Source: an optimization exercise on an open RTL-to-GDS flow (aim: small area). Production flows keep margins and buffers that such runs may drop. Function was checked by simulation only, so behaviour that the tests miss may differ from the original. No driver is modelled on the clock port, so clocking that relies on it looks cheaper here than on a real chip.

== build 75 ==
Design breakthecode, start of the top module:
module breakthecode(
    input clk,
    input reset,
    input confirm,
    input start,
    input [15:0] switches,
    output [3:0] A,
    output [3:0] B,
    output [7:0] AN,
    output [7:0] CN,
    output red,
    output blue,
    output green
    );
Settings: LEC_CHECK=0, CAP_MARGIN=20, CORE_MARGIN=2, CORE_UTILIZATION=40, SLEW_MARGIN=20; clock period 10.0 ns.
standard.sh (not shown) runs the stock make flow with config.mk's settings and CLKGATE_MAP_FILE= SYNTH_SCRIPT=/design/flow/synth_recipe.tcl, a recipe that flattens the netlist after the stock synthesis.
==> flow/flow/run.sh <==
#!/bin/bash
# The standard layout (standard.sh) with three changes:
# - synthesis maps with flow/abc_speed.script, ORFS's own ABC script with
#   pin permutation and delay relaxation in &nf, an extra &dc2 after each
#   &synch2, and without the buffering and upsizing at its end (the design
#   has several ns of slack);
# - ports get the smallest buffer, sky130_fd_sc_hd__buf_1;
# - the clock tree uses clkbuf_4 and no dummy loads, and flow/post_cts.tcl
#   upsizes the clkbuf_4 that drive many flip-flops to clkbuf_8.
set -euo pipefail
here=$(pwd)
cp -r "$FLOW_HOME/scripts" "$here/orfs_scripts"
cp "$here/flow/abc_speed.script" "$here/orfs_scripts/abc_speed.script"
SCRIPTS_DIR="$here/orfs_scripts" bash standard.sh synth > synth.log 2>&1
export BUFFER_PORTS_ARGS="-buffer_cell sky130_fd_sc_hd__buf_1"
export CTS_ARGS="-sink_clustering_enable -repair_clock_nets -buf_list sky130_fd_sc_hd__clkbuf_4 -dont_use_dummy_load"
export POST_CTS_TCL="$here/flow/post_cts.tcl"
bash standard.sh > layout.log 2>&1
==> flow/flow/abc_speed.script <==
&get -n
&st
&dch
&nf -R 1000 -p
&st
&syn2
&if -g -K 6
&synch2
&dc2
&nf -R 1000 -p
&st
&syn2
&if -g -K 6
&synch2
&dc2
&nf -R 1000 -p
&st
&syn2
&if -g -K 6
&synch2
&dc2
&nf -R 1000 -p
&st
&syn2
&if -g -K 6
&synch2
&dc2
&nf -R 1000 -p
&st
&syn2
&if -g -K 6
&synch2
&dc2
&nf -R 1000 -p
&put
==> flow/flow/post_cts.tcl <==
# Sourced by ORFS at the end of CTS (POST_CTS_TCL): the clock tree is built of
# clkbuf_4; a clkbuf_4 that drives more than 10 clock pins becomes a clkbuf_8,
# so that the clock slew at every flip-flop stays well below the limit.
set block [ord::get_db_block]
set resized 0
foreach inst [$block getInsts] {
  if {[[$inst getMaster] getName] != "sky130_fd_sc_hd__clkbuf_4"} { continue }
  foreach iterm [$inst getITerms] {
    if {![$iterm isOutputSignal]} { continue }
    set net [$iterm getNet]
    if {$net == "NULL"} { continue }
    if {[llength [$net getITerms]] > 11} {
      puts "post_cts: [$inst getName] drives [expr {[llength [$net getITerms]] - 1}] pins, now clkbuf_8"
      replace_cell [$inst getName] sky130_fd_sc_hd__clkbuf_8
      incr resized
    }
  }
}
if {$resized > 0} {
  detailed_placement
  check_placement -verbose
  estimate_parasitics -placement
}
Build 75 finished every stage and its layout cleared the timing, DRC and antenna checks.
#### Input delta (build 56 over build 75)
==> flow/flow/run.sh <==
#!/bin/bash
# The standard layout (standard.sh) with three changes:
# - synthesis maps with flow/abc_speed.script, ORFS's own ABC script with
#   pin permutation and delay relaxation in &nf and without the buffering and
#   upsizing at its end (the design has several ns of slack);
# - ports get the smallest buffer, sky130_fd_sc_hd__buf_1;
# - the clock tree uses clkbuf_4 and no dummy loads, and flow/post_cts.tcl
#   upsizes the clkbuf_4 that drive many flip-flops to clkbuf_8.
set -euo pipefail
here=$(pwd)
cp -r "$FLOW_HOME/scripts" "$here/orfs_scripts"
cp "$here/flow/abc_speed.script" "$here/orfs_scripts/abc_speed.script"
SCRIPTS_DIR="$here/orfs_scripts" bash standard.sh synth > synth.log 2>&1
export BUFFER_PORTS_ARGS="-buffer_cell sky130_fd_sc_hd__buf_1"
export CTS_ARGS="-repair_clock_nets -buf_list sky130_fd_sc_hd__clkbuf_4 -dont_use_dummy_load"
export POST_CTS_TCL="$here/flow/post_cts.tcl"
bash standard.sh > layout.log 2>&1
==> flow/flow/abc_speed.script <==
&get -n
&st
&dch
&nf -R 1000 -p
&st
&syn2
&if -g -K 6
&synch2
&nf -R 1000 -p
&st
&syn2
&if -g -K 6
&synch2
&nf -R 1000 -p
&st
&syn2
&if -g -K 6
&synch2
&nf -R 1000 -p
&st
&syn2
&if -g -K 6
&synch2
&nf -R 1000 -p
&st
&syn2
&if -g -K 6
&synch2
&nf -R 1000 -p
&put
Notes after the runs:
Going from build 75 to build 56, remaining max-slew budget at the tightest pin +2.4 points; cell area has increased; worst hold slack moved up; worst setup slack after layout grew by 88 ps; area of the mapped netlist picked up an extra 53 sq um.
For build 73, these inputs were changed with respect to build 56:
--- a/flow/flow/run.sh
+++ b/flow/flow/run.sh
@@ -13,5 +13,5 @@
 SCRIPTS_DIR="$here/orfs_scripts" bash standard.sh synth > synth.log 2>&1
 export BUFFER_PORTS_ARGS="-buffer_cell sky130_fd_sc_hd__buf_1"
-export CTS_ARGS="-repair_clock_nets -buf_list sky130_fd_sc_hd__clkbuf_4 -dont_use_dummy_load"
+export CTS_ARGS="-sink_clustering_enable -repair_clock_nets -buf_list sky130_fd_sc_hd__clkbuf_4 -dont_use_dummy_load"
 export POST_CTS_TCL="$here/flow/post_cts.tcl"
 bash standard.sh > layout.log 2>&1
==> run summary <==
- Taking build 56 as the reference, in build 73 required time reported for the critical path endpoint has remained practically unchanged; number of global-route vias before repair has remained practically unchanged; global-route usage has remained practically unchanged.
- For pre-CTS setup slack, build 56 and build 73 come out practically identical.
- From build 56 to build 73, post-route minimum period did not move at all.
- Reported for build 56 and build 73, area of combinational cells with multiple inputs turned out identical to the last digit.
- Between build 56 and build 73, the starting density of the core figures differ only marginally.
- Build 73 -> build 56: global-route wire length before repair delta 0, exact match
- Diff build 56..build 73 | mean area per synthesized cell | unchanged

==> re-timing with driven ports <==
The results above use ideal ports. As a check the final layouts listed here were re-extracted and re-timed, cells and wires unchanged.
Step 1: set_driving_cell puts a clkbuf_16 on clk and a buf_2 on each other input, an assumption about the parent block.
Step 2 moves the port delays by t, midway between the first and last clock arrival at a register: inputs arrive t later, outputs are due t later. That takes back most of the time a late clock gives input paths.
a / b / c = ideal / step 1 / step 2; a / b = the first two.
run | t (ns) | setup slack, ns | worst data-port slew with drivers (ns) | cell pins on the clock port's net
build 75 | 0.421 | 5.167 / 5.140 / 5.562 | 0.04 | 1
build 56 | 0.429 | 5.255 / 5.225 / 5.655 | 0.03 | 1
build 73 | 0.429 | 5.255 / 5.225 / 5.655 | 0.03 | 1
After both steps every run listed still meets setup and hold.
